This is an optimization exercise on Yosys and OpenROAD, whose aim is small area, not a production implementation. In this exercise RTL edits were held to simulation tests only and were not proved equivalent to the original.

==> flow/design.v (excerpt) <==
module APB_UART(
input         PCLK            ,  
input         PRST_N          ,  
input         PSEL            ,
input         PENABLE         ,
input         PWRITE          ,
input  [31:0] PADDR           ,
input  [31:0] PWDATA          ,
output [31:0] PRDATA          ,
output        IRQ             ,
input         Rxd_i           ,
input         ExtClk_i        ,
output        Txd_o
);
parameter    CTRL_ADDR    = 6'b000001;
parameter    STATUS_ADDR  = 6'b000010;
parameter    SCALER_ADDR  = 6'b000100;
parameter    RHOLD_ADDR   = 6'b001000;
parameter    THOLD_ADDR   = 6'b010000;
wire         Wr   = PSEL & PENABLE &  PWRITE;
wire         Rd   = PSEL & PENABLE & ~PWRITE;
wire         WrCtrl   = Wr & (PADDR[5:0] == CTRL_ADDR);
wire         WrStatus = Wr & (PADDR[5:0] == STATUS_ADDR);
wire         WrScaler = Wr & (PADDR[5:0] == SCALER_ADDR);
wire         WrThold  = Wr & (PADDR[5:0] == THOLD_ADDR);
wire         RdRhold  = Rd & (PADDR[5:0] == RHOLD_ADDR);
reg          RE, TE, PE, PS, ECE;
always @(posedge PCLK or negedge PRST_N) begin
    if (!PRST_N)
        {RE,TE,PE,PS,ECE} <= 5'b0;
    else if (WrCtrl)
        {RE,TE,PE,PS,ECE} <= PWDATA[4:0];
end
reg    [31:0]SCALER;
reg          ScVld;
reg          CntVld;
reg          ExtClkQ;
always @(posedge PCLK) begin
    if (WrScaler) SCALER <= PWDATA;
end
always @(posedge PCLK or negedge PRST_N) begin
    if (!PRST_N)       ScVld <= 1'b0;
    else if (WrScaler) ScVld <= 1'b1;
end
reg    [31:0]NCnt;
wire   [32:0]Carry;
assign Carry[0] = 1'b1;
genvar gi;
generate
    for (gi = 0; gi < 32; gi = gi + 1) begin : g_carry
        assign Carry[gi+1] = Carry[gi] & NCnt[gi];
    end
endgenerate
wire         CntZero = ~CntVld | Carry[32];
always @(posedge PCLK) begin
    if (CntZero) NCnt <= ~SCALER;
    else         NCnt <= NCnt ^ Carry[31:0];
end
always @(posedge PCLK or negedge PRST_N) begin
    if (!PRST_N)      CntVld <= 1'b0;
    else if (CntZero) CntVld <= ScVld;
end
always @(posedge PCLK or negedge PRST_N) begin
    if (!PRST_N) ExtClkQ <= 1'b0;
  ...
For scale: roughly 270 flip-flops, ~110 I/O pins, about 10000 µm² of cells after synthesis.
Settings: LEC_CHECK=0, CAP_MARGIN=20, CORE_MARGIN=2, CORE_UTILIZATION=65, SLEW_MARGIN=20; clock period 10.0 ns.
standard.sh (not shown) runs the stock make flow with config.mk's settings and CLKGATE_MAP_FILE= SYNTH_SCRIPT=/design/flow/synth_recipe.tcl, a recipe that flattens the netlist after the stock synthesis.
==> flow/flow/run.sh <==
#!/bin/bash
# The standard layout (standard.sh's ORFS make line), except:
#  - synthesis uses flow/synth_area.tcl: synth_recipe.tcl unchanged, but the
#    final ABC mapping uses the area-oriented flow/area.abc, and adders are
#    left to ABC (ADDER_MAP_FILE empty: no half/full adder cells);
#  - buf_1 port buffers;
#  - a clock tree of clustered clkbuf_4 buffers.
set -o pipefail
HERE=$(pwd)
export AREA_ABC_SCRIPT=$HERE/flow/area.abc
export FLOW_SYNTH_TCL=$HERE/synth_recipe.tcl
export BUFFER_PORTS_ARGS="-buffer_cell sky130_fd_sc_hd__buf_1"
export CTS_ARGS="-sink_clustering_enable -repair_clock_nets -buf_list sky130_fd_sc_hd__clkbuf_4 -dont_use_dummy_load -sink_clustering_size 10 -sink_clustering_max_diameter 60"
sed "s#SYNTH_SCRIPT=[^ ]*#SYNTH_SCRIPT=$HERE/flow/synth_area.tcl ADDER_MAP_FILE=#" standard.sh > standard_area.sh
grep -q "SYNTH_SCRIPT=$HERE/flow/synth_area.tcl" standard_area.sh || { echo "could not set SYNTH_SCRIPT" > run_error.log; exit 1; }
bash standard_area.sh > standard.log 2>&1
==> flow/flow/area.abc <==
strash
dch
amap -F 4 -A 8
strash
dch
amap -F 4 -A 8
topo
==> flow/flow/synth_area.tcl <==
# The standard flow's synthesis script (synth_recipe.tcl, sourced unchanged) with the
# final ABC technology mapping run with an area-oriented script
# (flow/area.abc) instead of ORFS's delay-oriented one.  Registers are
# mapped before ABC runs, so they are the same as the standard synthesis's.
proc abc {args} {
  set i [lsearch -exact $args -script]
  if { $i >= 0 } {
    lset args [expr { $i + 1 }] $::env(AREA_ABC_SCRIPT)
  }
  yosys abc {*}$args
}
source $::env(FLOW_SYNTH_TCL)
Edit:
--- a/flow/design.v
+++ b/flow/design.v
@@ -179,32 +179,25 @@
         RPend <= 1'b0;
     end
     else begin
         RPh   <= RPh + 1'b1;
         RPend <= (RWrite | RPend) & ~RWrNow;
     end
 end
 always @(posedge PCLK) begin
     RRing[ 7: 0] <= RWrNow ? RShift : RRing[63:56];
     RRing[63: 8] <= RRing[55: 0];
 end
 wire   [ 2:0]RRStage = RRAddr + RPh;
-wire   [ 7:0]RRSel = 8'b1 << RRStage;
-reg    [ 7:0]RRingOut;
-integer ri;
-always @(*) begin
-    RRingOut = 8'b0;
-    for (ri = 0; ri < 8; ri = ri + 1)
-        RRingOut = RRingOut | ({8{RRSel[ri]}} & RRing[ri*8 +: 8]);
-end
+wire   [ 7:0]RRingOut = RRing[RRStage*8 +: 8];
 wire         RBypass  = RPend & (RRAddr == RWAddr);
 wire   [ 7:0]RHoldOut = RBypass ? RShift : RRingOut;
 always @(posedge PCLK or negedge PRST_N) begin
     if (!PRST_N) begin
         RWAddr <= 3'b0;
         RWrap  <= 1'b0;
     end
     else if (RWrNow) begin
         RWAddr <= RWAddr + 1'b1;
         if (&RWAddr) RWrap <= 1'b1;
     end
 end
@@ -297,32 +290,25 @@
         if (&TWAddr) TWrap <= 1'b1;
     end
 end
 always @(posedge PCLK or negedge PRST_N) begin
     if (!PRST_N)          TRAddr <= 3'b0;
     else if (StartTxData) TRAddr <= TRAddr + 1'b1;
 end
 always @(posedge PCLK or negedge PRST_N) begin
     if (!PRST_N)          TCnt <= 4'b0;
     else if (TWrite)      TCnt <= TCnt + 1'b1;
     else if (StartTxData) TCnt <= TCnt - 1'b1;
 end
-wire   [ 7:0]TRSel = (TWrap | (TRAddr < TWAddr)) ? (8'b1 << TRAddr) : 8'b0;
-reg    [ 7:0]THead;
-integer ti;
-always @(*) begin
-    THead = 8'b0;
-    for (ti = 0; ti < 8; ti = ti + 1)
-        THead = THead | ({8{TRSel[ti]}} & THold[ti]);
-end
+wire   [ 7:0]THead = (TWrap | (TRAddr < TWAddr)) ? THold[TRAddr] : 8'b0;
 always @(posedge PCLK) begin
     if (StartTxData) begin
         TShift       <= {1'b0, THead};
         TxDataParity <= PS;
     end
     else if (TxTick & ~StateTxIdle) begin
         TShift <= {1'b1, TShift[9:2]};
         if (StateTxData) TxDataParity <= TxDataParity ^ TShift[1];
     end
 end
 always @(posedge PCLK or negedge PRST_N) begin
     if (!PRST_N)
Result: Utilization goes up by 0.86 points. Via count goes up by 3.4%. Clock skew goes down by 0.015 ns. Area after synthesis goes up by 1.5%. Count of clock-buffer cells in the layout does not change. Sequential cell count does not change. Cell area goes up by 1.9%. First-iteration DRC count goes down by 22%.

static timing again, ports no longer ideal:
How much do the figures lean on ideal ports? The routed layouts below were timed once more, with nothing changed but the port constraints. Step 1: set_driving_cell puts a clkbuf_16 on PCLK and a buf_2 on each other input, an assumption about the parent block. Step 2 moves the port delays by t, midway between the first and last clock arrival at a register: inputs arrive t later, outputs are due t later. That takes back most of the time a late clock gives input paths. a / b / c = no drivers / after step 1 / after step 2; a / b = the first two.
| run | t (ns) | setup WS [ns] | latest minus earliest clock arrival (ns) |
|---|---|---|---|
| the first run | 0.687 | 3.130 / 3.130 / 3.130 | 0.058 / 0.058 |
| the second run | 0.697 | 3.171 / 3.171 / 3.171 | 0.044 / 0.043 |
After both steps every run listed still meets setup and hold.
